This is an optimization exercise on Yosys and OpenROAD, whose aim is small area and a short achievable clock period, not a production implementation. Function was checked by simulation only, so behaviour that the tests miss may differ from the original.

## run.sh

```bash
#!/bin/bash
# synth_recipe.tcl (not shown) runs the flow's synth.tcl, then flattens the netlist and writes it again
# the make line also repeats each setting of config.mk as NAME=value (left out here)
make -C /OpenROAD-flow-scripts/flow DESIGN_CONFIG=/design/flow/config.mk WORK_HOME=/design/flow/orfs CLKGATE_MAP_FILE= SYNTH_SCRIPT=/design/flow/synth_recipe.tcl finish
```

## config.mk

```make
export PLATFORM = sky130hd
export DESIGN_NAME = cordic_stream
export DESIGN_NICKNAME = cordic_stream
export VERILOG_FILES = /design/flow/design.v
export SDC_FILE = /design/flow/constraint.sdc
export NUM_CORES = 4
export LEC_CHECK = 0
export ABC_AREA = 1
export CAP_MARGIN = 20
export CORE_MARGIN = 2
export CORE_UTILIZATION = 40
export SETUP_SLACK_MARGIN = 2.7
export SLEW_MARGIN = 20
```

## constraint.sdc

```tcl
create_clock -name core_clock -period 5.0 [get_ports {clk}]
set_input_delay 1.0000 -clock core_clock [delete_from_list [all_inputs] [get_ports {clk}]]
set_output_delay 1.0000 -clock core_clock [all_outputs]
set_load 0.01 [all_outputs]
```

## design.v

```verilog
module cordic_single_stage #(parameter K = 0, parameter [15:0] ATAN = 16'd0) (
  input  wire [15:0] x_in,
  input  wire [15:0] yi_in,
  input  wire [14:0] w_in,
  input  wire        d_in,
  output wire [15:0] x_out,
  output wire [15:0] yi_out,
  output wire [14:0] w_out,
  output wire        d_out
);
  wire [31:0] xe = {{16{x_in[15]}}, x_in};
  wire [31:0] ye = {{16{yi_in[15]}}, yi_in};
  wire [15:0] sx = xe[K +: 16];
  wire [15:0] sy = ye[K +: 16];
  wire [15:0] y_t;
  cordic_add_xy ax (.a(x_in), .b(sy), .cin(d_in), .s(x_out));
  cordic_add_xy ay (.a(yi_in), .b(~sx), .cin(1'b1), .s(y_t));
  wire [15:0] u = {1'b1, w_in} + ATAN;
  wire flip = ~u[15];
  assign d_out = ~(d_in ^ u[15]);
  assign yi_out = y_t ^ {16{flip}};
  assign w_out = u[14:0] ^ {15{flip}};
endmodule
module cordic_add_xy (input wire [15:0] a, input wire [15:0] b, input wire cin, output wire [15:0] s);
  wire [15:0] p = a ^ b;
  wire [15:0] g = a & b;
  wire g0c = g[0] | (p[0] & cin);
  wire g1_1 = g[1] | (p[1] & g0c);
  wire p1_1 = p[1] & p[0];
  wire g1_3 = g[3] | (p[3] & g[2]);
  wire p1_3 = p[3] & p[2];
  wire g1_5 = g[5] | (p[5] & g[4]);
  wire p1_5 = p[5] & p[4];
  wire g1_7 = g[7] | (p[7] & g[6]);
  wire p1_7 = p[7] & p[6];
  wire g1_9 = g[9] | (p[9] & g[8]);
  wire p1_9 = p[9] & p[8];
  wire g1_11 = g[11] | (p[11] & g[10]);
  wire p1_11 = p[11] & p[10];
  wire g1_13 = g[13] | (p[13] & g[12]);
  wire p1_13 = p[13] & p[12];
  wire g1_15 = g[15] | (p[15] & g[14]);
  wire p1_15 = p[15] & p[14];
  wire g2_3 = g1_3 | (p1_3 & g1_1);
  wire p2_3 = p1_3 & p1_1;
  wire g2_7 = g1_7 | (p1_7 & g1_5);
  wire p2_7 = p1_7 & p1_5;
  wire g2_11 = g1_11 | (p1_11 & g1_9);
  wire p2_11 = p1_11 & p1_9;
  wire g2_15 = g1_15 | (p1_15 & g1_13);
  wire p2_15 = p1_15 & p1_13;
  wire g3_7 = g2_7 | (p2_7 & g2_3);
  wire p3_7 = p2_7 & p2_3;
  wire g3_15 = g2_15 | (p2_15 & g2_11);
  wire p3_15 = p2_15 & p2_11;
  wire g4_15 = g3_15 | (p3_15 & g3_7);
  wire p4_15 = p3_15 & p3_7;
  wire g6_11 = g2_11 | (p2_11 & g3_7);
  wire p6_11 = p2_11 & p3_7;
  wire g7_5 = g1_5 | (p1_5 & g2_3);
  wire p7_5 = p1_5 & p2_3;
  wire g7_9 = g1_9 | (p1_9 & g3_7);
  wire p7_9 = p1_9 & p3_7;
  wire g7_13 = g1_13 | (p1_13 & g6_11);
  wire p7_13 = p1_13 & p6_11;
  wire g8_2 = g[2] | (p[2] & g1_1);
  wire p8_2 = p[2] & p1_1;
  wire g8_4 = g[4] | (p[4] & g2_3);
  wire p8_4 = p[4] & p2_3;
  wire g8_6 = g[6] | (p[6] & g7_5);
  wire p8_6 = p[6] & p7_5;
  wire g8_8 = g[8] | (p[8] & g3_7);
  wire p8_8 = p[8] & p3_7;
  wire g8_10 = g[10] | (p[10] & g7_9);
  wire p8_10 = p[10] & p7_9;
  wire g8_12 = g[12] | (p[12] & g6_11);
  wire p8_12 = p[12] & p6_11;
  wire g8_14 = g[14] | (p[14] & g7_13);
  wire p8_14 = p[14] & p7_13;
  wire [15:0] c = {g8_14, g7_13, g8_12, g6_11, g8_10, g7_9, g8_8, g3_7, g8_6, g7_5, g8_4, g2_3, g8_2, g1_1, g0c, cin};
  assign s = p ^ c;
endmodule
module cordic_pipeline (
  input  wire        clk,
  input  wire [15:0] x0,
  input  wire [15:0] y0,
  input  wire [15:0] z0,
  output wire [15:0] out_x,
  output wire [15:0] out_y,
  output wire [15:0] out_z
);
  wire [15:0] xa = x0, ya = y0, za = z0;
  wire        dc0 = ~za[15];
  wire [15:0] xc0 = xa;
  wire [15:0] yc0 = ya ^ {16{dc0}};
  wire [14:0] wc0 = za[14:0] ^ {15{dc0}};
  wire [15:0] xn0, yn0;
  wire [14:0] wn0;
  wire        dn0;
  cordic_single_stage #(.K(0), .ATAN(16'd804)) it0 (
    .x_in(xc0), .yi_in(yc0), .w_in(wc0), .d_in(dc0),
    .x_out(xn0), .yi_out(yn0), .w_out(wn0), .d_out(dn0));
  reg [15:0] xr0, yr0;
  reg [14:0] wr0;
  reg        dr0;
  always @(posedge clk) begin
    xr0 <= xn0; yr0 <= yn0; wr0 <= wn0; dr0 <= dn0;
  end
  wire [15:0] xc1 = xr0, yc1 = yr0;
  wire [14:0] wc1 = wr0;
  wire        dc1 = dr0;
  wire [15:0] xn1, yn1;
  wire [14:0] wn1;
  wire        dn1;
  cordic_single_stage #(.K(1), .ATAN(16'd474)) it1 (
    .x_in(xc1), .yi_in(yc1), .w_in(wc1), .d_in(dc1),
    .x_out(xn1), .yi_out(yn1), .w_out(wn1), .d_out(dn1));
  reg [15:0] xr1, yr1;
  reg [14:0] wr1;
  reg        dr1;
  always @(posedge clk) begin
    xr1 <= xn1; yr1 <= yn1; wr1 <= wn1; dr1 <= dn1;
  end
  wire [15:0] xc2 = xr1, yc2 = yr1;
  wire [14:0] wc2 = wr1;
  wire        dc2 = dr1;
  wire [15:0] xn2, yn2;
  wire [14:0] wn2;
  wire        dn2;
  cordic_single_stage #(.K(2), .ATAN(16'd250)) it2 (
    .x_in(xc2), .yi_in(yc2), .w_in(wc2), .d_in(dc2),
    .x_out(xn2), .yi_out(yn2), .w_out(wn2), .d_out(dn2));
  reg [15:0] xr2, yr2;
  reg [14:0] wr2;
  reg        dr2;
  always @(posedge clk) begin
    xr2 <= xn2; yr2 <= yn2; wr2 <= wn2; dr2 <= dn2;
  end
  wire [15:0] xc3 = xr2, yc3 = yr2;
  wire [14:0] wc3 = wr2;
  wire        dc3 = dr2;
  wire [15:0] xn3, yn3;
  wire [14:0] wn3;
  wire        dn3;
  cordic_single_stage #(.K(3), .ATAN(16'd127)) it3 (
    .x_in(xc3), .yi_in(yc3), .w_in(wc3), .d_in(dc3),
    .x_out(xn3), .yi_out(yn3), .w_out(wn3), .d_out(dn3));
  reg [15:0] xr3, yr3;
  reg [14:0] wr3;
  reg        dr3;
  always @(posedge clk) begin
    xr3 <= xn3; yr3 <= yn3; wr3 <= wn3; dr3 <= dn3;
  end
  wire [15:0] xc4 = xr3, yc4 = yr3;
  wire [14:0] wc4 = wr3;
  wire        dc4 = dr3;
  wire [15:0] xn4, yn4;
  wire [14:0] wn4;
  wire        dn4;
  cordic_single_stage #(.K(4), .ATAN(16'd63)) it4 (
    .x_in(xc4), .yi_in(yc4), .w_in(wc4), .d_in(dc4),
    .x_out(xn4), .yi_out(yn4), .w_out(wn4), .d_out(dn4));
  reg [15:0] xr4, yr4;
  reg [14:0] wr4;
  reg        dr4;
  always @(posedge clk) begin
    xr4 <= xn4; yr4 <= yn4; wr4 <= wn4; dr4 <= dn4;
  end
  wire [15:0] xc5 = xr4, yc5 = yr4;
  wire [14:0] wc5 = wr4;
  wire        dc5 = dr4;
  wire [15:0] xn5, yn5;
  wire [14:0] wn5;
  wire        dn5;
  cordic_single_stage #(.K(5), .ATAN(16'd31)) it5 (
    .x_in(xc5), .yi_in(yc5), .w_in(wc5), .d_in(dc5),
    .x_out(xn5), .yi_out(yn5), .w_out(wn5), .d_out(dn5));
  reg [15:0] xr5, yr5;
  reg [14:0] wr5;
  reg        dr5;
  always @(posedge clk) begin
    xr5 <= xn5; yr5 <= yn5; wr5 <= wn5; dr5 <= dn5;
  end
  wire [15:0] xc6 = xr5, yc6 = yr5;
  wire [14:0] wc6 = wr5;
  wire        dc6 = dr5;
  wire [15:0] xn6, yn6;
  wire [14:0] wn6;
  wire        dn6;
  cordic_single_stage #(.K(6), .ATAN(16'd15)) it6 (
    .x_in(xc6), .yi_in(yc6), .w_in(wc6), .d_in(dc6),
    .x_out(xn6), .yi_out(yn6), .w_out(wn6), .d_out(dn6));
  reg [15:0] xr6, yr6;
  reg [14:0] wr6;
  reg        dr6;
  always @(posedge clk) begin
    xr6 <= xn6; yr6 <= yn6; wr6 <= wn6; dr6 <= dn6;
  end
  wire [15:0] xc7 = xr6, yc7 = yr6;
  wire [14:0] wc7 = wr6;
  wire        dc7 = dr6;
  wire [15:0] xn7, yn7;
  wire [14:0] wn7;
  wire        dn7;
  cordic_single_stage #(.K(7), .ATAN(16'd7)) it7 (
    .x_in(xc7), .yi_in(yc7), .w_in(wc7), .d_in(dc7),
    .x_out(xn7), .yi_out(yn7), .w_out(wn7), .d_out(dn7));
  reg [15:0] xr7, yr7;
  reg [14:0] wr7;
  reg        dr7;
  always @(posedge clk) begin
    xr7 <= xn7; yr7 <= yn7; wr7 <= wn7; dr7 <= dn7;
  end
  wire [15:0] xc8 = xr7, yc8 = yr7;
  wire [14:0] wc8 = wr7;
  wire        dc8 = dr7;
  wire [15:0] xn8, yn8;
  wire [14:0] wn8;
  wire        dn8;
  cordic_single_stage #(.K(8), .ATAN(16'd3)) it8 (
    .x_in(xc8), .yi_in(yc8), .w_in(wc8), .d_in(dc8),
    .x_out(xn8), .yi_out(yn8), .w_out(wn8), .d_out(dn8));
  reg [15:0] xr8, yr8;
  reg [14:0] wr8;
  reg        dr8;
  always @(posedge clk) begin
    xr8 <= xn8; yr8 <= yn8; wr8 <= wn8; dr8 <= dn8;
  end
  wire [15:0] xc9 = xr8, yc9 = yr8;
  wire [14:0] wc9 = wr8;
  wire        dc9 = dr8;
  wire [15:0] xn9, yn9;
  wire [14:0] wn9;
  wire        dn9;
  cordic_single_stage #(.K(9), .ATAN(16'd1)) it9 (
    .x_in(xc9), .yi_in(yc9), .w_in(wc9), .d_in(dc9),
    .x_out(xn9), .yi_out(yn9), .w_out(wn9), .d_out(dn9));
  reg [15:0] xr9, yr9;
  reg [14:0] wr9;
  reg        dr9;
  always @(posedge clk) begin
    xr9 <= xn9; yr9 <= yn9; wr9 <= wn9; dr9 <= dn9;
  end
  wire [15:0] xc10 = xr9, yc10 = yr9;
  wire [14:0] wc10 = wr9;
  wire        dc10 = dr9;
  wire [31:0] xe10 = {{16{xc10[15]}}, xc10};
  wire [31:0] ye10 = {{16{yc10[15]}}, yc10};
  wire [15:0] xn10, yt10;
  cordic_add_xy ax10 (.a(xc10), .b(ye10[10 +: 16]), .cin(dc10), .s(xn10));
  cordic_add_xy ay10 (.a(yc10), .b(~xe10[10 +: 16]), .cin(1'b1), .s(yt10));
  wire [15:0] yn10 = yt10 ^ {16{dc10}};
  wire [15:0] zn10 = {1'b1, wc10} ^ {16{dc10}};
  reg [15:0] xr10, yr10, zr10;
  always @(posedge clk) begin
    xr10 <= xn10; yr10 <= yn10; zr10 <= zn10;
  end
  assign out_x = xr10;
  assign out_y = yr10;
  assign out_z = zr10;
endmodule
module cordic_stream (
  input  wire        clk,
  input  wire        rst,
  input  wire        in_valid,
  input  wire [15:0] x0,
  input  wire [15:0] y0,
  input  wire [15:0] z0,
  output wire        out_valid,
  output wire [15:0] out_x,
  output wire [15:0] out_y,
  output wire [15:0] out_z
);
  reg [10:0] valid_sr;
  always @(posedge clk) begin
    if (rst)
      valid_sr <= 11'd0;
    else
      valid_sr <= {valid_sr[9:0], in_valid};
  end
  assign out_valid = valid_sr[10];
  cordic_pipeline core (
    .clk(clk), .x0(x0), .y0(y0), .z0(z0),
    .out_x(out_x), .out_y(out_y), .out_z(out_z)
  );
endmodule
```

==> results of run 1 <==
-- cell families (layout without fill, tap and decap cells) --
group | count (synthesis) | count (layout) | synth area share
xor+xnor | 496 | 496 | 0.146
compound gates | 228 | 229 | 0.0480
mux | 1 | 1 | 0.000336
buf+inv | 525 | 859 | 0.0702
fa+ha+maj | 470 | 470 | 0.245
flops | 539 | 539 | 0.363
simple gates | 910 | 910 | 0.128
-- per-stage QoR --
step           area (sq um)  hold slack [ps]  std cells  worst slack, ps
2_1_floorplan         30100              388       3169             1580
3_3_place_gp          32000              389       4206             1140
3_5_place_dp          32000              395       4206             1070
4_1_cts               35900              403       4426             2370
5_1_grt               37300              420       4473             2260
6_report              37300              402       4473             2370
-- worst max-delay path, cell delays in order --
cell	delay, ps
buf_16	120
buf_16	150
xnor2_2	240
ha_4	250
a21oi_1	260
nand3_4	150
nand2_2	90
nand2_2	70
buf_4	140
fa_2	340
xnor2_2	170
inv_1	60
nand2_1	60
nand2_1	40
-- layer usage --
layer | vias to the layer above | global-route usage | routed length [microns]
met3 | 101 | 0.0235 | 1510
li1 | 10400 | - | -
met4 | 0 | 0.0535 | 2040
met5 | - | 0 | 0
met2 | 211 | 0.278 | 29500
met1 | 8887 | 0.135 | 20200
-- final timing paths --
check,start,end,slack [ps]
min reg2reg,valid_sr[9],valid_sr[10],400
max reg2reg,core.xr3[4],core.yr4[14],2600
max,z0[15],core.yr0[13],2370
min,valid_sr[9],valid_sr[10],400
-- area by class of cell --
type	instances	area (sq um)	share of cell area
Clock buffer	78	1680	0.0450
Clock inverter	33	353	0.00947
Inverter	485	1860	0.0499
Multi-Input combinational cell	2106	18900	0.507
Sequential cell	539	10900	0.293
Tap cell	969	1210	0.0325
Timing Repair Buffer	263	2350	0.0631
-- synthesized netlist by cell type (all sizes together), types with 5 or more instances --
cell type  instances  area, sq um
xor2             303         2650
ha               284         3550
dfxtp            539        10800
nand2            598         2280
a21o              22          165
xnor2            193         1690
nor3              17         90.1
inv              485         1830
a211oi            20          150
a21oi             91          455
nand4             36          231
nand3b             5         37.5
fa               186         3720
nand3            109          556
buf               36          249
nor2             130          521
o21ai             36          191
a21boi            19          143
o21bai             9         71.3
or2               12         75.1
a31o              19          166
-- timing repair --
action	4_1_cts	5_1_grt
cloned	2	0
gates resized for setup	364	293
endpoints found under the setup margin	230	169
pin swaps	124	150
setup buffers	107	47
==> impl_results.md, run 1 <==
- Pre-Repair DR Iteration Count: 6
- Maximum clock frequency: 380 MHz
- PortBufs: 99
- TritonCTS clock tree: done
- EDFF count, synth: 0
- Status: timing/DRC/antenna clean
- Fillers: 6,707
- Netlist cell types: 47
- Die Span X: 277 microns
- CTS Buffer Depth: 3
- Initial Utilization: 0.402
- Num CTS Buffers: 59
- GR Overflow Total: 0
- Final Core Density: 0.503
- Main flop type after synthesis: dfxtp_1
- Fin crit share: 0.527
- Relative slew margins: 0.553
- Initial antenna violation count: 1
- Clock skew: 29.7 ps
- Tot GR Track Use: 0.137
- Max Transition Viols Final: 0
- Largest net degree at the start of global routing: 32
- Synthesized area: 29,800 sq um
- Clock-pin slew on the worst setup and hold paths: 60 ps
- Mean Syn Cell Area: 9.39 sq um
- Layout cells sized above 1: 0.246
- Fraction of registers with async set or reset after synthesis: 0
- Hold path depth: 2
- Worst Hold Class: flip-flop to flip-flop
- Synth-to-Final Area Change: 25.2%
- Worst skew pair latency: 630 ps
- Unrepaired setup endpoints after global routing: yes
- WL final: 53,200 microns
- Clock root cell: clkbuf_16
- I/O pins: 100
- Mapped Nets: 3,690
- Sum Neg Setup Slack: 0 ps
- Antenna viol nets, final: 0
- Starting DRC count in detailed routing: 531
- Critical Path Sink Type: flip-flop
- WS Path Type: input pin to flip-flop
- Max-cap violations: 0
- Required time worst endpoint: 5530 ps
- Core box area: 74,100 sq um
- Routed vias: around 20,000
- Yosys warning total: 2
- Commonest non-fill, non-tap cell in the layout: dfxtp_1
- CP arrival: 3160 ps
- First-pass GRT wire length: 87,600 microns
- Synth Instances: 3,169
- CP startpoint kind: input pin
- Hold Fails Final Rpt: 0
- Gpl congestion: 0.814
- Worst-Margin Slew: 668 ps
- Standard-cell rows: 100
- Vias per cell: 4.39
- Vias in the first global route: a little under 20,000
- Wire length per cell: around 12 microns
- CTS Sinks: 539
- H-tree depth: 2
- Max FO, Critical Path: 7
- Endpoints failing setup: 0
- FF-to-FF path depth: 13
- DR DRC count: 0
- Register area share after synthesis: 0.363
- Die Span Y: around 280 microns
- Post-DP HPWL: 39,100 microns
- Most frequent cells in the layout: dfxtp_1, nand2_1, inv_1, xor2_1, ha_1
- Die area: 76,600 sq um
- Number of synthesized register bits: 539
- Diode count: 0
- Final Critical Period: 2630 ps
- Layout Nets: approximately 4,000
- Hold_buf cts: 0
==> inputs of run 2 (changes only) <==
--- a/design.v
+++ b/design.v
@@ -42,41 +42,53 @@
   wire g1_15 = g[15] | (p[15] & g[14]);
   wire p1_15 = p[15] & p[14];
+  wire g2_2 = g[2] | (p[2] & g1_1);
+  wire p2_2 = p[2] & p1_1;
   wire g2_3 = g1_3 | (p1_3 & g1_1);
   wire p2_3 = p1_3 & p1_1;
+  wire g2_6 = g[6] | (p[6] & g1_5);
+  wire p2_6 = p[6] & p1_5;
   wire g2_7 = g1_7 | (p1_7 & g1_5);
   wire p2_7 = p1_7 & p1_5;
+  wire g2_10 = g[10] | (p[10] & g1_9);
+  wire p2_10 = p[10] & p1_9;
   wire g2_11 = g1_11 | (p1_11 & g1_9);
   wire p2_11 = p1_11 & p1_9;
+  wire g2_14 = g[14] | (p[14] & g1_13);
+  wire p2_14 = p[14] & p1_13;
   wire g2_15 = g1_15 | (p1_15 & g1_13);
   wire p2_15 = p1_15 & p1_13;
+  wire g3_4 = g[4] | (p[4] & g2_3);
+  wire p3_4 = p[4] & p2_3;
+  wire g3_5 = g1_5 | (p1_5 & g2_3);
+  wire p3_5 = p1_5 & p2_3;
+  wire g3_6 = g2_6 | (p2_6 & g2_3);
+  wire p3_6 = p2_6 & p2_3;
   wire g3_7 = g2_7 | (p2_7 & g2_3);
   wire p3_7 = p2_7 & p2_3;
+  wire g3_12 = g[12] | (p[12] & g2_11);
+  wire p3_12 = p[12] & p2_11;
+  wire g3_13 = g1_13 | (p1_13 & g2_11);
+  wire p3_13 = p1_13 & p2_11;
+  wire g3_14 = g2_14 | (p2_14 & g2_11);
+  wire p3_14 = p2_14 & p2_11;
   wire g3_15 = g2_15 | (p2_15 & g2_11);
   wire p3_15 = p2_15 & p2_11;
+  wire g4_8 = g[8] | (p[8] & g3_7);
+  wire p4_8 = p[8] & p3_7;
+  wire g4_9 = g1_9 | (p1_9 & g3_7);
+  wire p4_9 = p1_9 & p3_7;
+  wire g4_10 = g2_10 | (p2_10 & g3_7);
+  wire p4_10 = p2_10 & p3_7;
+  wire g4_11 = g2_11 | (p2_11 & g3_7);
+  wire p4_11 = p2_11 & p3_7;
+  wire g4_12 = g3_12 | (p3_12 & g3_7);
+  wire p4_12 = p3_12 & p3_7;
+  wire g4_13 = g3_13 | (p3_13 & g3_7);
+  wire p4_13 = p3_13 & p3_7;
+  wire g4_14 = g3_14 | (p3_14 & g3_7);
+  wire p4_14 = p3_14 & p3_7;
   wire g4_15 = g3_15 | (p3_15 & g3_7);
   wire p4_15 = p3_15 & p3_7;
-  wire g6_11 = g2_11 | (p2_11 & g3_7);
-  wire p6_11 = p2_11 & p3_7;
-  wire g7_5 = g1_5 | (p1_5 & g2_3);
-  wire p7_5 = p1_5 & p2_3;
-  wire g7_9 = g1_9 | (p1_9 & g3_7);
-  wire p7_9 = p1_9 & p3_7;
-  wire g7_13 = g1_13 | (p1_13 & g6_11);
-  wire p7_13 = p1_13 & p6_11;
-  wire g8_2 = g[2] | (p[2] & g1_1);
-  wire p8_2 = p[2] & p1_1;
-  wire g8_4 = g[4] | (p[4] & g2_3);
-  wire p8_4 = p[4] & p2_3;
-  wire g8_6 = g[6] | (p[6] & g7_5);
-  wire p8_6 = p[6] & p7_5;
-  wire g8_8 = g[8] | (p[8] & g3_7);
-  wire p8_8 = p[8] & p3_7;
-  wire g8_10 = g[10] | (p[10] & g7_9);
-  wire p8_10 = p[10] & p7_9;
-  wire g8_12 = g[12] | (p[12] & g6_11);
-  wire p8_12 = p[12] & p6_11;
-  wire g8_14 = g[14] | (p[14] & g7_13);
-  wire p8_14 = p[14] & p7_13;
-  wire [15:0] c = {g8_14, g7_13, g8_12, g6_11, g8_10, g7_9, g8_8, g3_7, g8_6, g7_5, g8_4, g2_3, g8_2, g1_1, g0c, cin};
+  wire [15:0] c = {g4_14, g4_13, g4_12, g4_11, g4_10, g4_9, g4_8, g3_7, g3_6, g3_5, g3_4, g2_3, g2_2, g1_1, g0c, cin};
   assign s = p ^ c;
 endmodule
@@ -90,9 +102,15 @@
   output wire [15:0] out_z
 );
-  wire [15:0] xa = x0, ya = y0, za = z0;
-  wire        dc0 = ~za[15];
-  wire [15:0] xc0 = xa;
-  wire [15:0] yc0 = ya ^ {16{dc0}};
-  wire [14:0] wc0 = za[14:0] ^ {15{dc0}};
+  wire        dh = ~z0[15];
+  reg  [15:0] xi, yi;
+  reg  [14:0] wi;
+  reg         di;
+  always @(posedge clk) begin
+    xi <= x0; yi <= y0 ^ {16{dh}}; wi <= z0[14:0] ^ {15{dh}}; di <= dh;
+  end
+  wire        dc0 = di;
+  wire [15:0] xc0 = xi;
+  wire [15:0] yc0 = yi;
+  wire [14:0] wc0 = wi;
   wire [15:0] xn0, yn0;
   wire [14:0] wn0;
@@ -272,12 +290,12 @@
   output wire [15:0] out_z
 );
-  reg [10:0] valid_sr;
+  reg [11:0] valid_sr;
   always @(posedge clk) begin
     if (rst)
-      valid_sr <= 11'd0;
+      valid_sr <= 12'd0;
     else
-      valid_sr <= {valid_sr[9:0], in_valid};
-  end
-  assign out_valid = valid_sr[10];
+      valid_sr <= {valid_sr[10:0], in_valid};
+  end
+  assign out_valid = valid_sr[11];
   cordic_pipeline core (
     .clk(clk), .x0(x0), .y0(y0), .z0(z0),
==> flow/run.sh (new file) <==
#!/bin/bash
# Layout flow: the standard flow (standard.sh) with two synthesis changes:
# Yosys's full-adder extraction is skipped (ADDER_MAP_FILE empty) and the
# final ABC mapping is area-oriented (flow/synth.tcl, flow/abc_map_area.script).
# Placement, CTS, timing repair and routing are the standard ones.
set -uo pipefail
here=$(pwd)
bash standard.sh SYNTH_SCRIPT="$here/flow/synth.tcl" ADDER_MAP_FILE= finish > "$here/flow_make.log" 2>&1
status=$?
exit $status
==> flow/abc_map_area.script (new file) <==
strash
dch
map -a
topo
stime -c
buffer -c
upsize -c
dnsize -c
==> flow/synth.tcl (new file) <==
set my_abc_script [file join [file dirname [file normalize [info script]]] abc_map_area.script]
proc abc {args} {
  set i [lsearch -exact $args -script]
  if {$i >= 0} { lset args [expr {$i + 1}] $::my_abc_script }
  puts "abc (area map): $args"
  yosys abc {*}$args
}
source [file join [file dirname [file dirname [file normalize [info script]]]] synth_recipe.tcl]
==> standard.sh (new file) <==
#!/bin/bash
# synth_recipe.tcl (not shown) runs the flow's synth.tcl, then flattens the netlist and writes it again
# the make line also repeats each setting of config.mk as NAME=value (left out here)
make -C /OpenROAD-flow-scripts/flow DESIGN_CONFIG=/design/flow/config.mk WORK_HOME=/design/flow/orfs CLKGATE_MAP_FILE= SYNTH_SCRIPT=/design/flow/synth_recipe.tcl "${@:-finish}"
--- a/config.mk
+++ b/config.mk
@@ -6,8 +6,7 @@
 export NUM_CORES = 4
 export LEC_CHECK = 0
-export ABC_AREA = 1
 export CAP_MARGIN = 20
 export CORE_MARGIN = 2
 export CORE_UTILIZATION = 40
-export SETUP_SLACK_MARGIN = 2.7
+export SETUP_SLACK_MARGIN = 3.0
 export SLEW_MARGIN = 20
removed: run.sh
==> run 2 against run 1 <==
Design area increased by 6.4%. Sequential share of layout area is 0.92 points higher. Count of clock-buffer cells in the layout increased by 16.
==> impl_results.md, run 2 <==
- Worst Hold Class: flip-flop to flip-flop
- Starting DRC count in detailed routing: 871 (+64%)
- DR top layer: met4
- Worst setup margin: 2820 ps (+451 ps)
- Routed vias: 24,900 (+26%)
- Layout Nets: 4,462 (+12%)
- Wire length on met3: 2170 microns (+43%)
- DR DRC count: 0 (unchanged)
- Metal2 WL: 35,200 microns (+20%)
- R2r endpoint: core.yr1[10]
- Core box area: 73,200 sq um (-1.2%)
- Most frequent cells after synthesis: nor2_1, inv_1, dfxtp_1
- Maximum clock frequency: 458 MHz (+21%)
- FF-to-FF path depth: 14 (+1)
- EDFF count, synth: 0 (unchanged)
- Mean Syn Cell Area: 7.48 sq um (-20%)
- Netlist cell types: 64 (+36%)
- DP Worst Slack: 2460 ps (+1390 ps)
- CP bufs+invs: 3 (-1)
- Critical Path Sink Type: flip-flop
- Setup crit start: core.yr0[1]
- Antenna viol nets, final: 0 (unchanged)
- Largest net degree at the start of global routing: 33 (+3.1%)
- Mapped Nets: 4,022 (+9.0%)
- CTS Sinks: 588 (+9.1%)
- CP startpoint kind: flip-flop
- Status: timing/DRC/antenna clean
- PortBufs: 99 (unchanged)
- TritonCTS clock tree: done
- GR Overflow Total: 0 (unchanged)
- Reg-to-reg startpoint: core.yr0[1]
- Post-DP HPWL: 44,500 microns (+14%)
- Fin crit share: 0.437 (-0.0902)
- CP arrival: 2710 ps (-450 ps)
- Synthesized area: 29,700 sq um (-0.19%)
- WS Path Type: flip-flop to flip-flop
- WL final: 67,400 microns (+27%)
- Die Span Y: 276 microns (about the same)
- Clock skew: 34.6 ps (+4.97 ps)
- Most frequent cells in the layout: nor2_1, inv_1, xor2_1, dfxtp_1, nand2_1
- Relative slew margins: 0.433 (-0.120)
- Number of synthesized register bits: 588 (+9.1%)
- Endpoints failing setup: 0 (unchanged)
- Synth area leaders: dfxtp_1, xor2_1, nor2_1
- Cells after DPL: 4,990 (+19%)
- Required time worst endpoint: 5520 ps (about the same)
- Final Critical Period: 2180 ps (-451 ps)
- Tot GR Track Use: 0.163 (+0.0263)
- I/O pins: 100 (unchanged)
- Pre-Repair DR Iteration Count: 5 (-1)
- CP top delay family: XOR/XNOR gates
- Vias per cell: 4.58 (+4.4%)
- Num CTS Buffers: 68 (+15%)
- Gpl congestion: 0.867 (+6.6%)
- Yosys warning total: 2 (unchanged)
- Synth-to-Final Area Change: 33.5%
- Worst path cell trace: xnor2_2 -> nand2_1 -> a21boi_4 -> nor2_1 -> nor2_1 -> nor2_1 -> nor2_2 -> inv_2 -> a31oi_4 -> buf_12 -> buf_4 -> o31ai_2 -> xor2_1 -> xor2_1
- Setup slack, reg-to-reg: 2820 ps (+220 ps)
- Unrepaired setup endpoints after global routing: yes
- Commonest non-fill, non-tap cell in the layout: nor2_1
- CP endpoint: core.yr1[10]
- Hold Fails Final Rpt: 0 (unchanged)
- Hold_buf cts: 0 (unchanged)
- Initial antenna violation count: 0 (-1)
- Most numerous cell in the Yosys netlist: nor2_1
- Share of the synthesized area in the top cell type: 0.396 (+0.0337)
- Clock root cell: clkbuf_16
- Standard-cell rows: 99 (-1.0%)
- Main flop type after synthesis: dfxtp_1
- Worst-Margin Slew: 850 ps (+182 ps)
- Max FO, Critical Path: 8 (+1)
- Sum Neg Setup Slack: 0 ps (unchanged)
- Max Transition Viols Final: 0 (unchanged)
- CTS Buffer Depth: 3 (unchanged)
- Cell mode on critical path: nor2_1
- Die Span X: 276 microns (about the same)
- Layout cells sized above 1: 0.274 (+0.0276)
- CP Depth: 14 (unchanged)
- DP Area: 31,700 sq um (-0.89%)
- Max-cap violations: 0 (unchanged)
- Synth area leader: dfxtp_1
- Initial Utilization: 0.406 (+0.00399)
- H-tree depth: 3 (+1)
- WL met1: 27,700 microns (+37%)
- Clock-pin slew on the worst setup and hold paths: 50 ps (about the same)
- Vias in the first global route: 22,800 (+17%)
- Die area: 76,400 sq um (-0.18%)
- Diode count: 0 (unchanged)
- Fraction of registers with async set or reset after synthesis: 0 (unchanged)
- Worst skew pair latency: 610 ps (-20 ps)
- Final Instance Count excl. Fillers: 5,421 (+21%)
- Crit path largest cell delay: 360 ps (+20 ps)
- Final instance area: 39,700 sq um (+6.4%)
- Register area share after synthesis: 0.396 (+0.0337)
- Wire length per cell: 12.4 microns (+4.6%)
- Worst path slowest cell: dfxtp_4
- Synth Instances: 3,971 (+25%)
- First-pass GRT wire length: 105,000 microns (+20%)
[run 2: changes by cell type after synthesis, sizes merged, moves of 48 or more]
cell   previous run  this run
nor2            130       944
ha              284         0
a21oi            91       139
inv             485       661
o21ai            36       186
dfxtp           539       588
nand2           598       370
xor2            303       496
fa              186         0
[run 2: worst min path at each step]
stage          cells after the start           end          from  slack [ps]
3_5_place_dp                       1   core.wr9[0]   core.wr8[0]         380
6_report                           2  valid_sr[11]  valid_sr[10]         400
4_1_cts                            1   core.wr9[0]   core.wr8[0]         400
2_1_floorplan                      1   core.wr9[0]   core.wr8[0]         370
3_3_place_gp                       1   core.wr9[0]   core.wr8[0]         390
5_1_grt                            1   core.wr9[0]   core.wr8[0]         420
[run 2: logic make-up (layout without fill, tap and decap cells)]
kind of cell    after synthesis  after routing  share of synthesized area
flops                       588            588                      0.396
buf+inv                     708           1195                     0.0925
xor+xnor                    708            708                      0.212
fa+ha+maj                     3              3                    0.00101
compound gates              480            480                     0.0976
simple gates               1484           1488                      0.201
[run 2: timing repair]
item / in CTS / in global routing
hold endpoints to repair: 0 / 0
setup buffers: 168 / 133
cloned: 6 / 3
resized for setup: 594 / 621
setup endpoints to repair: 380 / 384
pin swaps: 120 / 250
[run 2: worst register-to-register path: stages (launching register included)]
cell,delay (ps)
dfxtp_4,360
xnor2_2,160
nand2_1,80
a21boi_4,140
nor2_1,100
nor2_1,60
nor2_1,140
nor2_2,60
inv_2,80
a31oi_4,90
buf_12,170
buf_4,140
o31ai_2,190
xor2_1,190
xor2_1,150
[run 2: routing by layer]
layer  GRT usage  vias up
met5           0        -
met4      0.0581        0
met3      0.0229      144
met2       0.311      392
met1       0.183    11200
li1            -    13100
[run 2: through the flow]
stage | hold WS (ps) | utilization
5_1_grt | 416 | 0.542
6_report | 397 | 0.542
2_1_floorplan | 375 | -
3_3_place_gp | 386 | 0.433
4_1_cts | 399 | 0.499
3_5_place_dp | 384 | 0.434
[run 2: cell type report]
class / instances / area (sq um)
Clock buffer: 94 / 1950
Clock inverter: 27 / 294
Fill cell: 6607 / 33600
Inverter: 662 / 2570
Multi-Input combinational cell: 2679 / 18000
Sequential cell: 588 / 12000
Tap cell: 959 / 1200
Timing Repair Buffer: 412 / 3660
==> inputs of run 3 (changes only) <==
--- a/config.mk
+++ b/config.mk
@@ -9,4 +9,4 @@
 export CORE_MARGIN = 2
 export CORE_UTILIZATION = 40
-export SETUP_SLACK_MARGIN = 3.0
+export SETUP_SLACK_MARGIN = 2.8
 export SLEW_MARGIN = 20
==> run 3 against run 2 <==
Design area shrank 7.1%. Critical path depth increased by 11. Routed wire length decreased by 8.6%. Worst hold slack better by 4.4 ps. First-iteration DRC count shrank 6.9%. Register-to-register slack got worse by 20 ps. Worst setup slack lost 24 ps.
==> impl_results.md, run 3 <==
- Routed vias: 23,500 (-5.6%)
- Post-DP HPWL: 44,600 microns (+0.24%)
- DR DRC count: 0 (unchanged)
- Mean Syn Cell Area: 7.48 sq um (unchanged)
- Worst Hold Class: flip-flop to flip-flop
- DP Worst Slack: 2450 ps (-9.38 ps)
- Adder-cell share of the synthesized area: 0.00101 (unchanged)
- Netlist cell types: 64 (unchanged)
- WS Path Type: flip-flop to flip-flop
- Clock skew: 22.3 ps (-12.4 ps)
- Status: timing/DRC/antenna clean
- Endpoints failing setup: 0 (unchanged)
- CTS Sinks: 588 (unchanged)
- Relative slew margins: 0.435 (+0.00215)
- Synth-to-Final Area Change: 24.0%
- GR Overflow Total: 0 (unchanged)
- WL final: 61,600 microns (-8.6%)
- Final Critical Period: 2210 ps (+24.1 ps)
- Critical Path Sink Type: flip-flop
- Max FO, Critical Path: 5 (-3)
- Maximum clock frequency: 453 MHz (-1.1%)
- Core box area: 73,200 sq um (unchanged)
- CP startpoint kind: flip-flop
- Worst skew pair latency: 610 ps (about the same)
- Yosys warning total: 2 (unchanged)
- PortBufs: 99 (unchanged)
- Most numerous cell in the Yosys netlist: nor2_1
- Most frequent cells after synthesis: nor2_1, inv_1, dfxtp_1
- Synthesized area: 29,700 sq um (unchanged)
- Pre-Repair DR Iteration Count: 5 (unchanged)
- I/O pins: 100 (unchanged)
- Tot GR Track Use: 0.155 (-0.00793)
- CP arrival: 2730 ps (+20 ps)
- Final Instance Count excl. Fillers: 5,239 (-3.4%)
- Worst setup margin: 2790 ps (-24.1 ps)
- Unrepaired setup endpoints after global routing: yes
- Wire length per cell: 11.8 microns (-5.5%)
- Main flop type after synthesis: dfxtp_1
- Initial antenna violation count: 0 (unchanged)
- First-pass GRT wire length: 99,500 microns (-5.0%)
- XOR/XNOR Fraction of Synth Area: 0.212 (unchanged)
- H-tree depth: 3 (unchanged)
- Synth Instances: 3,971 (unchanged)
- Cells after DPL: 4,990 (unchanged)
- Fin crit share: 0.441 (+0.00481)
- Clock-pin slew on the worst setup and hold paths: 60 ps (about the same)
- TritonCTS clock tree: done
- Die Span X: 276 microns (unchanged)
- Sum Neg Setup Slack: 0 ps (unchanged)
- Diode count: 0 (unchanged)
- Synth area leaders: dfxtp_1, xor2_1, nor2_1
- EDFF count, synth: 0 (unchanged)
- Antenna viol nets, final: 0 (unchanged)
- Vias in the first global route: 21,700 (-4.9%)
- Vias per cell: 4.48 (-2.3%)
- Hold_buf cts: 0 (unchanged)
- Layout cells sized above 1: 0.154 (-0.120)
- Number of synthesized register bits: 588 (unchanged)
- Worst-Margin Slew: 847 ps (-3.22 ps)
- Max-cap violations: 0 (unchanged)
- Largest net degree at the start of global routing: 33 (unchanged)
- Largest family of logic cells by synthesized area: XOR/XNOR gates
- Layout Nets: 4,279 (-4.1%)
- Commonest non-fill, non-tap cell in the layout: nor2_1
- Post-synthesis simple-gate area fraction: 0.201 (unchanged)
- Required time worst endpoint: 5530 ps (about the same)
- CTS Buffer Depth: 3 (unchanged)
- Gpl congestion: 0.885 (+2.1%)
- Post-synthesis compound-gate area fraction: 0.0976 (unchanged)
- Die area: 76,400 sq um (unchanged)
- Clock root cell: clkbuf_16
- Mapped Nets: 4,022 (unchanged)
- Fraction of registers with async set or reset after synthesis: 0 (unchanged)
- Mux cell area share after synthesis: 0 (unchanged)
- Max Transition Viols Final: 0 (unchanged)
- Synth area leader: dfxtp_1
- Standard-cell rows: 99 (unchanged)
- Most frequent cells in the layout: nor2_1, inv_1, dfxtp_1, xor2_1, nand2_1
- Die Span Y: 276 microns (unchanged)
- Starting DRC count in detailed routing: 811 (-6.9%)
- Share of the synthesized area in the top cell type: 0.396 (unchanged)
- Final Core Density: 0.503 (-0.0385)
- Initial Utilization: 0.406 (unchanged)
- Register area share after synthesis: 0.396 (unchanged)
- Num CTS Buffers: 67 (-1.5%)
- Hold Fails Final Rpt: 0 (unchanged)
[run 3: cell counts after synthesis]
No cell type changed its count.
[run 3: area by class of cell]
cell class              instances  area, sq um
well taps                     959         1200
clock buffers                  95         1900
fillers                      7060        36400
inverters                     662         2520
multi-input cells            2679        16600
flip-flops and latches        588        11900
repair buffers                230         2190
clock inverters                26          508
[run 3: cell families (layout without fill, tap and decap cells)]
logic type / Yosys count / in the layout
AO/OA/AOI/OAI: 480 / 480
XOR/XNOR: 708 / 708
adder cells (fa/ha/maj): 3 / 3
buffers and inverters: 708 / 1013
flip-flops: 588 / 588
AND/OR/NAND/NOR: 1484 / 1488
[run 3: through the flow]
stage          cell area, sq um  hold slack, ps
2_1_floorplan             29700             375
3_3_place_gp              31700             389
3_5_place_dp              31700             394
4_1_cts                   34900             404
5_1_grt                   36800             416
6_report                  36800             401
[run 3: critical path, stage by stage (launching register included)]
cell and delay, ps:
dfxtp_2 320, nand2_1 50, inv_1 50, nor2_1 80, inv_1 50, nor2_1 90
inv_1 60, nor2_1 90, inv_1 70, nor2_2 90, inv_2 50, nor2_2 90
inv_2 60, nand2_4 70, nor2_4 40, nand2_1 60, inv_2 50, nand2_2 50
inv_2 40, nand2_2 50, inv_2 40, nand2_2 70, clkinv_4 80, nand2_8 130
buf_12 150, xor2_1 150
[run 3: path summary, 6_finish.rpt]
check / slack (ps) / to / startpoint / cells past startpoint
worst min-delay path: 400 / valid_sr[9] / valid_sr[8] / 2
worst max-delay path: 2790 / core.yr2[8] / core.wr1[2] / 25
worst max register to register: 2790 / core.yr2[8] / core.wr1[2] / 25
worst min register to register: 400 / valid_sr[9] / valid_sr[8] / 2
[run 3: metal layers]
metal	part of all wire	track usage	vias up
met4	0.034	0.0626	0
met3	0.031	0.0237	115
met1	0.43	0.178	10300
li1	-	-	12800
met2	0.50	0.285	307
met5	0	0	-
[run 3: repair_timing]
item	CTS	global route
pin swaps	23	122
cloned	5	3
endpoints found under the setup margin	263	305
resized for setup	217	378
setup buffers	31	89
==> inputs of run 4 (changes only) <==
==> flow/abc_map_area.script (replaced) <==
strash
dch
map -B 0.9
topo
stime -c
buffer -c
upsize -c
dnsize -c
==> run 4 against run 3 <==
Sequential share of layout area decreased by 0.21 points. Clock skew increased by 2.0 ps. Utilization decreased by 4.5 points. Critical path depth decreased by 24. First-iteration DRC count increased by 15%. Synthesized cell count increased by 23%. Highest routed layer unchanged.
==> impl_results.md, run 4 <==
- FF-to-FF path depth: 11 (-56%)
- Tot GR Track Use: 0.158 (+0.00280)
- Synth Instances: 4,891 (+23%)
- Routed vias: 27,000 (+15%)
- Synthesized area: 32,300 sq um (+8.8%)
- DR DRC count: 0 (unchanged)
- TritonCTS clock tree: done
- Register area share after synthesis: 0.364 (-0.0321)
- Antenna viol nets, final: 0 (unchanged)
- Area of the multi-input gates: 17,300 sq um (+4.2%)
- Number of synthesized register bits: 588 (unchanged)
- Hold_buf cts: 0 (unchanged)
- Max Transition Viols Final: 0 (unchanged)
- Max-cap violations: 0 (unchanged)
- CP arrival: 1150 ps (-1580 ps)
- Vias per cell: 4.40 (-1.7%)
- Worst path cell trace: dlygate4sd2_1
- Layout cells sized above 1: 0.0534 (-0.100)
- Share of the synthesized area in the top cell type: 0.364 (-0.0321)
- Die area: 83,100 sq um (+8.7%)
- Final Instance Count excl. Fillers: 6,138 (+17%)
- Final Critical Period: 2150 ps (-55.3 ps)
- Mean Syn Cell Area: 6.61 sq um (-12%)
- CTS Sinks: 588 (unchanged)
- Most frequent cells after synthesis: nand2_1, inv_1, nor2_1
- First-pass GRT wire length: 110,000 microns (+11%)
- Yosys warning total: 2 (unchanged)
- Wire length per cell: 10.5 microns (-11%)
- Core box area: 80,300 sq um (+9.7%)
- I/O pins: 100 (unchanged)
- CTS Buffer Depth: 3 (unchanged)
- Met2 usage: 0.306 (+0.0206)
- R2r endpoint: core.yr0[7]
- Worst min-delay path endpoint: valid_sr[10]
- Synth area leader: dfxtp_1
- Pre-Repair DR Iteration Count: 5 (unchanged)
- Vias in the first global route: 25,100 (+16%)
- Reg-to-reg startpoint: core.wi[2]
- Sum Neg Setup Slack: 0 ps (unchanged)
- Synth-to-Final Area Change: 13.8%
- Die Span X: 288 microns (+4.2%)
- Netlist cell types: 52 (-19%)
- Fillers: 8,129 (+15%)
- Commonest non-fill, non-tap cell in the layout: nand2_1
- Diode count: 0 (unchanged)
- Most Used Layer, Global Route: met2
- Die Span Y: 288 microns (+4.2%)
- CP bufs+invs: 1 (-10)
- Endpoints failing setup: 0 (unchanged)
- Critical Path Sink Type: output port
- Synth area leaders: dfxtp_1, nand2_1, xor2_1
- Relative slew margins: 0.388 (-0.0474)
- M3 GR Usage: 0.0269 (+0.00319)
- Worst path slowest cell: dfxtp_1
- EDFF count, synth: 0 (unchanged)
- Most numerous cell in the Yosys netlist: nand2_1
- Clock skew: 24.3 ps (+2.03 ps)
- Hold Fails Final Rpt: 0 (unchanged)
- Clock root cell: clkbuf_16
- Maximum clock frequency: 465 MHz (+2.6%)
- Post-DP HPWL: 51,500 microns (+15%)
- Required time worst endpoint: 4000 ps (-1530 ps)
- Hold path startpoint: valid_sr[9]
- Main flop type after synthesis: dfxtp_1
- Worst Hold Class: flip-flop to flip-flop
- Crit path largest cell delay: 290 ps (-30 ps)
- Initial antenna violation count: 0 (unchanged)
- H-tree depth: 3 (unchanged)
- Layout Nets: 5,076 (+19%)
- Setup slack, reg-to-reg: 3030 ps (+240 ps)
- Hold path depth: 2 (unchanged)
- Max FO, Critical Path: 1 (-4)
- WL final: 64,200 microns (+4.2%)
- Worst-Margin Slew: 918 ps (+71.1 ps)
- Mapped Nets: 4,942 (+23%)
- Unrepaired setup endpoints after global routing: no
- Most frequent cells in the layout: nand2_1, inv_1, nor2_1, dfxtp_1, xor2_1
- Cells after DPL: 6,006 (+20%)
- Worst skew pair latency: 620 ps (about the same)
- Largest net degree at the start of global routing: 33 (unchanged)
- M1 GR Usage: 0.167 (-0.0114)
- GR Overflow Total: 0 (unchanged)
- Clock-pin slew on the worst setup and hold paths: 50 ps (about the same)
- Sequential cell area: 11,800 sq um (-0.85%)
- Fin crit share: 0.430 (-0.0111)
- Gpl congestion: 0.858 (-3.1%)
- WS Path Type: flip-flop to output port
- Fraction of registers with async set or reset after synthesis: 0 (unchanged)
- Num CTS Buffers: 71 (+6.0%)
- Starting DRC count in detailed routing: 935 (+15%)
- CP startpoint kind: flip-flop
- CP top delay family: flip-flops
- Status: timing/DRC/antenna clean
- Standard-cell rows: 104 (+5.1%)
- PortBufs: 99 (unchanged)
- Initial Utilization: 0.402 (-0.00321)
==> run 4: cell types whose count changed after synthesis, moves of 12 or more <==
| cell | change |
|---|---|
| a31oi_1 | -18 |
| a21oi_1 | +25 |
| nand2_2 | +20 |
| a311oi_1 | -13 |
| a21boi_0 | +12 |
| nand3b_1 | +24 |
| xor2_1 | -150 |
| nor2_1 | -291 |
| nand2_1 | +1100 |
| o21ai_0 | -47 |
| nand3_1 | +183 |
| xnor2_1 | -13 |
| inv_1 | +130 |
| or2_2 | +34 |
==> run 4: routing by layer <==
layer,up-vias,share of wire
met5,-,0
met4,0,0.037
met3,147,0.030
met2,269,0.51
met1,11500,0.42
li1,15100,-
==> run 4: worst max path at each step <==
stage	start	cells after the start	end
6_report	valid_sr[11]	1	out_valid
5_1_grt	core.yr10[5]	1	out_y[5]
4_1_cts	core.xr10[14]	1	out_x[14]
3_5_place_dp	core.dr9	12	core.xr10[11]
3_3_place_gp	core.dr9	12	core.xr10[15]
2_1_floorplan	z0[15]	3	core.wi[10]
==> run 4: area by class of cell <==
class                           count  share of cell area
Sequential cell                   588               0.321
Multi-Input combinational cell   3472               0.471
Inverter                          780              0.0798
Clock buffer                      103              0.0568
Tap cell                         1060              0.0361
Clock inverter                     23             0.00933
Timing Repair Buffer              112              0.0261
==> run 4: what timing repair did <==
action,4_1_cts,5_1_grt
pin swaps,0,2
setup endpoints to repair,57,75
setup buffers,1,5
gates resized for setup,111,46
==> run 4: per-stage QoR <==
step / area, sq um / util / setup WS, ps / hold WS, ps
after floorplan: 32300 / - / 3110 / 388
after global placement: 34400 / 0.428 / 2710 / 389
after detailed placement: 34400 / 0.428 / 2660 / 392
after CTS: 36800 / 0.458 / 2730 / 399
after global routing: 36800 / 0.458 / 2800 / 407
final: 36800 / 0.458 / 2850 / 399
==> run 4: logic make-up (layout without fill, tap and decap cells) <==
family / count (synthesis) / after routing / share of synthesized area
simple gates: 2557 / 2557 / 0.325
xor+xnor: 537 / 537 / 0.146
buf+inv: 831 / 1018 / 0.101
flops: 588 / 588 / 0.364
compound gates: 377 / 377 / 0.0638
fa+ha+maj: 1 / 1 / 0.000310
==> inputs of run 5 (changes only) <==
==> flow/run.sh (replaced) <==
#!/bin/bash
# Layout flow: the standard flow (standard.sh) with two synthesis changes:
# Yosys's full-adder extraction is skipped (ADDER_MAP_FILE empty), and the
# final ABC mapping uses flow/abc_map.script (see flow/synth.tcl).
# Placement, CTS, timing repair and routing are the standard ones.
# The make output (all tools) goes to flow_make.log; ORFS keeps each
# step's log under orfs/logs/.
set -uo pipefail
here=$(pwd)
bash standard.sh SYNTH_SCRIPT="$here/flow/synth.tcl" ADDER_MAP_FILE= finish > "$here/flow_make.log" 2>&1
exit $?
==> flow/abc_map.script (new file) <==
strash
dch
map -D 1500
topo
stime -c
buffer -c
upsize -c
dnsize -c
==> flow/synth.tcl (replaced) <==
set my_abc_script [file join [file dirname [file normalize [info script]]] abc_map.script]
proc abc {args} {
  set i [lsearch -exact $args -script]
  if {$i >= 0} { lset args [expr {$i + 1}] $::my_abc_script }
  puts "abc (own script): $args"
  yosys abc {*}$args
}
source [file join [file dirname [file dirname [file normalize [info script]]]] synth_recipe.tcl]
removed: flow/abc_map_area.script
==> run 5 against run 4 <==
Register-to-register slack lost 170 ps. Worst hold slack worse by 2.6 ps. Die area decreased by 8.9%. Still clean on timing, DRC and antenna. Global-route usage fell by 0.94 points. Highest routed layer unchanged.
==> impl_results.md, run 5 <==
- Status: timing/DRC/antenna clean
- Reg-to-reg startpoint: core.yr5[6]
- Die Span X: 275 microns (-4.6%)
- Hold Fails Final Rpt: 0 (unchanged)
- Synth Instances: 3,820 (-22%)
- GR Overflow Total: 0 (unchanged)
- Hold path startpoint: valid_sr[3]
- Most frequent cells in the layout: nor2_1, dfxtp_1, inv_1, xor2_1, nand2_1
- Worst-Margin Slew: 890 ps (-27.7 ps)
- I/O pins: 100 (unchanged)
- Synth area leader: dfxtp_1
- Vias per cell: 4.53 (+2.9%)
- Max-cap violations: 0 (unchanged)
- Initial Utilization: 0.404 (+0.00119)
- Relative slew margins: 0.407 (+0.0185)
- Wire length per cell: 11.3 microns (+7.8%)
- CTS Buffer Depth: 3 (unchanged)
- Crit path largest cell delay: 290 ps (about the same)
- Number of synthesized register bits: 588 (unchanged)
- Endpoints failing setup: 0 (unchanged)
- Mean Syn Cell Area: 7.70 sq um (+16%)
- Setup crit start: core.yr10[14]
- H-tree depth: 3 (unchanged)
- DP Area: 31,300 sq um (-8.8%)
- Hold_buf cts: 0 (unchanged)
- Netlist cell types: 67 (+29%)
- Worst skew pair latency: 590 ps (-30 ps)
- Gpl congestion: 0.843 (-1.7%)
- First-pass GRT wire length: 94,500 microns (-14%)
- PortBufs: 99 (unchanged)
- Tot GR Track Use: 0.148 (-0.00945)
- CP top delay family: flip-flops
- Max Transition Viols Final: 0 (unchanged)
- Register area share after synthesis: 0.400 (+0.0361)
- Die area: 75,700 sq um (-8.9%)
- DP Worst Slack: 2290 ps (-366 ps)
- Synth area leaders: dfxtp_1, xor2_1, nor2_1
- Fin crit share: 0.431 (about the same)
- Fraction of registers with async set or reset after synthesis: 0 (unchanged)
- DR DRC count: 0 (unchanged)
- CP arrival: 1150 ps (about the same)
- Sum Neg Setup Slack: 0 ps (unchanged)
- Post-DP HPWL: 41,700 microns (-19%)
- Commonest non-fill, non-tap cell in the layout: nor2_1
- Clock skew: 20.0 ps (-4.31 ps)
- Final instance area: 35,600 sq um (-3.2%)
- WS Path Type: flip-flop to output port
- Core box area: 72,800 sq um (-9.3%)
- Antenna viol nets, final: 0 (unchanged)
- Unrepaired setup endpoints after global routing: yes
- Vias in the first global route: 21,400 (-15%)
- Layout Nets: 4,094 (-19%)
- CTS Sinks: 588 (unchanged)
- Required time worst endpoint: 4000 ps (about the same)
- Pre-Repair DR Iteration Count: 5 (unchanged)
- Die Span Y: 275 microns (-4.6%)
- Worst path slowest cell: dfxtp_1
- Main flop type after synthesis: dfxtp_1
- TritonCTS clock tree: done
- WL final: 57,000 microns (-11%)
- CP startpoint kind: flip-flop
- Layout cells sized above 1: 0.118 (+0.0647)
- Share of the synthesized area in the top cell type: 0.400 (+0.0361)
- Mapped Nets: 3,871 (-22%)
- Worst Hold Class: flip-flop to flip-flop
- Standard-cell rows: 99 (-4.8%)
- Yosys warning total: 2 (unchanged)
- Routed vias: 22,900 (-15%)
- Largest net degree at the start of global routing: 33 (unchanged)
- Max FO, Critical Path: 1 (unchanged)
- Synthesized area: 29,400 sq um (-9.0%)
- Worst setup margin: 2850 ps (-1.07 ps)
- EDFF count, synth: 0 (unchanged)
- Synth-to-Final Area Change: 21.0%
- Most numerous cell in the Yosys netlist: nor2_1
- Diode count: 0 (unchanged)
- Most frequent cells after synthesis: nor2_1, dfxtp_1, inv_1
- Num CTS Buffers: 68 (-4.2%)
- Worst path cell trace: dlygate4sd2_1
- Critical Path Sink Type: output port
- Initial antenna violation count: 0 (unchanged)
- Maximum clock frequency: 465 MHz (about the same)
- Final Critical Period: 2150 ps (+1.07 ps)
- CP bufs+invs: 1 (unchanged)
- Clock-pin slew on the worst setup and hold paths: 60 ps (about the same)
- Starting DRC count in detailed routing: 854 (-8.7%)
- Clock root cell: clkbuf_16
run 5: cell count changes after synthesis, sizes merged, moves of 16 or more:
cell,before,now
or2,43,20
nand3,248,70
nor2,649,806
nand3b,26,1
inv,780,525
o21ai,145,184
a21oi,164,144
nand2,1493,447
xnor2,196,242
o41ai,4,20
xor2,340,508
run 5: per-stage QoR:
stage	hold slack, ps	cells	util
floorplan	379	3820	-
global placement	387	4835	0.430
detailed placement	392	4835	0.430
CTS	400	4980	0.468
global route	414	5050	0.489
finish	397	5050	0.489
run 5: cells by family (layout without fill, tap and decap cells):
| logic type | Yosys count | after routing | share of synthesized area |
|---|---|---|---|
| flip-flops | 588 | 588 | 0.400 |
| XOR/XNOR | 750 | 750 | 0.223 |
| AND/OR/NAND/NOR | 1434 | 1439 | 0.197 |
| adder cells (fa/ha/maj) | 5 | 5 | 0.00170 |
| AO/OA/AOI/OAI | 469 | 469 | 0.101 |
| buffers and inverters | 574 | 840 | 0.0766 |
run 5: worst reg2reg max path, stage by stage, from the launching register on:
cell and delay (ps):
dfxtp_4 380, xnor2_4 140, nor2_2 110, a21oi_2 50, o21a_2 240, o41ai_4 370, nand4_1 200, nand2_4 160
inv_2 60, nor2_2 90, nor3_1 70, xor2_1 150
run 5: final cells by class:
class,count,area [sq um]
multi-input combinational,2663,16500
timing repair buffer,195,1850
tap,959,1200
fill,7030,37200
clock inverter,21,246
inverter,527,1990
sequential,588,11800
clock buffer,97,2000
run 5: repair_timing:
item,in CTS,in global routing
gates resized for setup,118,267
pin swaps,18,85
setup buffers,23,67
gates cloned,4,3
setup endpoints to repair,282,299
run 5: final timing paths:
path / endpoint / slack (ps) / cells past startpoint
setup / recovery: out_y[14] / 2850 / 1
hold / removal: valid_sr[4] / 400 / 2
setup reg to reg: core.xr6[11] / 2860 / 11
hold reg to reg: valid_sr[4] / 400 / 2
run 5: metal layers:
metal	up-vias	part of all wire	routed length [microns]	GRT usage
met3	86	0.028	1600	0.0224
met4	0	0.026	1460	0.0519
met5	-	0	0	0
met1	10200	0.43	24600	0.164
met2	235	0.52	29300	0.284
li1	12300	-	-	-
==> inputs of run 6 (changes only) <==
--- a/config.mk
+++ b/config.mk
@@ -9,4 +9,6 @@
 export CORE_MARGIN = 2
 export CORE_UTILIZATION = 40
+export CTS_CLUSTER_DIAMETER = 60
+export CTS_CLUSTER_SIZE = 20
 export SETUP_SLACK_MARGIN = 2.8
 export SLEW_MARGIN = 20
==> run 6 against run 5 <==
Clock skew increased by 12 ps. Worst hold slack better by 4.2 ps. Maximum frequency down 2.8%. Count of clock-buffer cells in the layout decreased by 42. Highest routed layer unchanged. Non-clock buffer count grew 3.
==> impl_results.md, run 6 <==
- Initial antenna violation count: 0 (unchanged)
- Required time worst endpoint: 5510 ps (+1510 ps)
- Fillers: 7,144 (+1.6%)
- Commonest non-fill, non-tap cell in the layout: nor2_1
- First-pass GRT wire length: 94,100 microns (-0.44%)
- WL final: 57,000 microns (about the same)
- Die area: 75,700 sq um (unchanged)
- Pre-Repair DR Iteration Count: 5 (unchanged)
- CP startpoint kind: flip-flop
- Die Span X: 275 microns (unchanged)
- Initial Utilization: 0.404 (unchanged)
- Most frequent cells after synthesis: nor2_1, dfxtp_1, inv_1
- Hold_buf cts: 0 (unchanged)
- DP Area: 31,300 sq um (unchanged)
- Layout Nets: 4,081 (-0.32%)
- Worst Hold Class: flip-flop to flip-flop
- Tot GR Track Use: 0.147 (-0.00155)
- Layout cells sized above 1: 0.129 (+0.0114)
- Die Span Y: 275 microns (unchanged)
- Number of synthesized register bits: 588 (unchanged)
- Unrepaired setup endpoints after global routing: yes
- Most frequent cells in the layout: nor2_1, dfxtp_1, inv_1, xor2_1, nand2_1
- Post-DP HPWL: 41,700 microns (unchanged)
- Worst setup margin: 2790 ps (-61.0 ps)
- Sum Neg Setup Slack: 0 ps (unchanged)
- Core box area: 72,800 sq um (unchanged)
- Fin crit share: 0.443 (+0.0122)
- Synth-to-Final Area Change: 19.5%
- Fraction of registers with async set or reset after synthesis: 0 (unchanged)
- Vias per cell: 4.52 (-0.25%)
- Cell mode on critical path: nor2_4
- Mean Syn Cell Area: 7.70 sq um (unchanged)
- Main flop type after synthesis: dfxtp_1
- Antenna viol nets, final: 0 (unchanged)
- Worst path cell trace: nand2_2 -> inv_2 -> or2_4 -> nor2_4 -> nor2_4 -> o21ai_4 -> nand3_2 -> nand2_4 -> a41oi_4 -> buf_6 -> nor3_2 -> nor2_1 -> xnor2_1
- Final Critical Period: 2210 ps (+61.0 ps)
- Max-cap violations: 0 (unchanged)
- TritonCTS clock tree: done
- Wire length per cell: 11.3 microns (+0.44%)
- Vias in the first global route: 21,300 (-0.83%)
- Crit path largest cell delay: 360 ps (+70 ps)
- Final Core Density: 0.482 (-0.00639)
- DP Worst Slack: 2290 ps (unchanged)
- Worst path slowest cell: dfxtp_4
- Mapped Nets: 3,871 (unchanged)
- Starting DRC count in detailed routing: 783 (-8.3%)
- Yosys warning total: 2 (unchanged)
- Critical Path Sink Type: flip-flop
- EDFF count, synth: 0 (unchanged)
- CP arrival: 2720 ps (+1570 ps)
- Clock root cell: clkbuf_16
- Standard-cell rows: 99 (unchanged)
- Largest net degree at the start of global routing: 33 (unchanged)
- DR DRC count: 0 (unchanged)
- Diode count: 0 (unchanged)
- Synth area leaders: dfxtp_1, xor2_1, nor2_1
- H-tree depth: 2 (-1)
- Worst skew pair latency: 610 ps (+20 ps)
- Relative slew margins: 0.408 (+0.00125)
- GR Overflow Total: 0 (unchanged)
- Worst-Margin Slew: 888 ps (-1.87 ps)
- I/O pins: 100 (unchanged)
- Synth area leader: dfxtp_1
- Synthesized area: 29,400 sq um (unchanged)
- Max FO, Critical Path: 8 (+7)
- CTS Buffer Depth: 3 (unchanged)
- Hold Fails Final Rpt: 0 (unchanged)
- Num CTS Buffers: 51 (-25%)
- Routed vias: 22,700 (-0.65%)
- Share of the synthesized area in the top cell type: 0.400 (unchanged)
- PortBufs: 99 (unchanged)
- CTS Sinks: 588 (unchanged)
- Max Transition Viols Final: 0 (unchanged)
- Register area share after synthesis: 0.400 (unchanged)
- Gpl congestion: 0.843 (unchanged)
- Endpoints failing setup: 0 (unchanged)
- Final instance area: 35,100 sq um (-1.3%)
- WS Path Type: flip-flop to flip-flop
- Netlist cell types: 67 (unchanged)
- Most numerous cell in the Yosys netlist: nor2_1
- Status: timing/DRC/antenna clean
- Clock skew: 32.1 ps (+12.1 ps)
- Maximum clock frequency: 452 MHz (-2.8%)
- Clock-pin slew on the worst setup and hold paths: 80 ps (+20 ps)
- Synth Instances: 3,820 (unchanged)
-- run 6: metrics by stage --
step,instances,hold WS [ps]
after detailed placement,4835,392
after global placement,4835,387
after global routing,5030,416
final,5030,401
after floorplan,3820,379
after CTS,4955,403
-- run 6: what timing repair did --
| item | 4_1_cts | 5_1_grt |
|---|---|---|
| setup buffers | 22 | 71 |
| gates resized for setup | 184 | 277 |
| pin swaps | 15 | 102 |
| endpoints found under the setup margin | 285 | 276 |
| gates cloned | 4 | 4 |
-- run 6: kinds of logic (layout without fill, tap and decap cells) --
group	count (synthesis)	in the layout	synth area share
adder cells (fa/ha/maj)	5	5	0.00170
XOR/XNOR	750	750	0.223
buffers and inverters	574	819	0.0766
AO/OA/AOI/OAI	469	469	0.101
flip-flops	588	588	0.400
AND/OR/NAND/NOR	1434	1440	0.197
-- run 6: final timing paths --
path                     from     endpoint  slack, ps  cells past startpoint
setup reg to reg  core.yr1[2]  core.xr2[9]       2790                     13
setup / recovery  core.yr1[2]  core.xr2[9]       2790                     13
hold reg to reg   valid_sr[0]  valid_sr[1]        400                      2
hold / removal    valid_sr[0]  valid_sr[1]        400                      2
-- run 6: final cells by class --
class	instances	area, sq um	area share
timing repair buffer	198	1750	0.0497
clock buffer	55	1320	0.0377
multi-input combinational	2664	16500	0.471
inverter	527	2000	0.0569
sequential	588	11800	0.337
tap	959	1200	0.0342
clock inverter	39	485	0.0138
-- run 6: worst max-delay path: cells and delay by family (launching register included) --
family / cells / cell delay, ps
buf+inv: 2 / 250
flops: 1 / 360
simple gates: 8 / 890
xor+xnor: 1 / 200
compound gates: 2 / 400
-- run 6: layer usage --
metal,GRT usage,vias to the layer above,routed length (microns)
li1,-,12300,-
met1,0.164,10100,24800
met2,0.284,202,29100
met3,0.0191,87,1570
met4,0.0461,0,1540
met5,0,-,0

-- port drivers added, routing unchanged --
In the flow no input, the clock included, has a driving cell. The finished layouts below were timed again as built, in two steps. Step 1 assumes that a clkbuf_16 drives the clock port and a buf_2 every other input. Step 2 moves the port delays by t, midway between the first and last clock arrival at a register: inputs arrive t later, outputs are due t later. That takes back most of the time a late clock gives input paths. Slacks: no drivers / after step 1 / after step 2; pairs: no drivers / after step 1.
run | t, ns | slack for setup (ns) | worst register clock-pin slew, ns
run 1 | 0.676 | 2.366 / 2.260 / 1.584 | 0.06 / 0.06
run 2 | 0.649 | 2.817 / 2.817 / 2.817 | 0.06 / 0.06
run 3 | 0.662 | 2.793 / 2.793 / 2.793 | 0.07 / 0.07
run 4 | 0.671 | 2.848 / 2.784 / 2.970 | 0.06 / 0.06
run 5 | 0.640 | 2.847 / 2.787 / 2.864 | 0.06 / 0.06
run 6 | 0.661 | 2.786 / 2.786 / 2.786 | 0.08 / 0.08
After both steps every run listed still meets setup and hold. The setup slack of run 1, which loses most, moves by -0.106 ns with the drivers and by -0.782 ns with both steps.
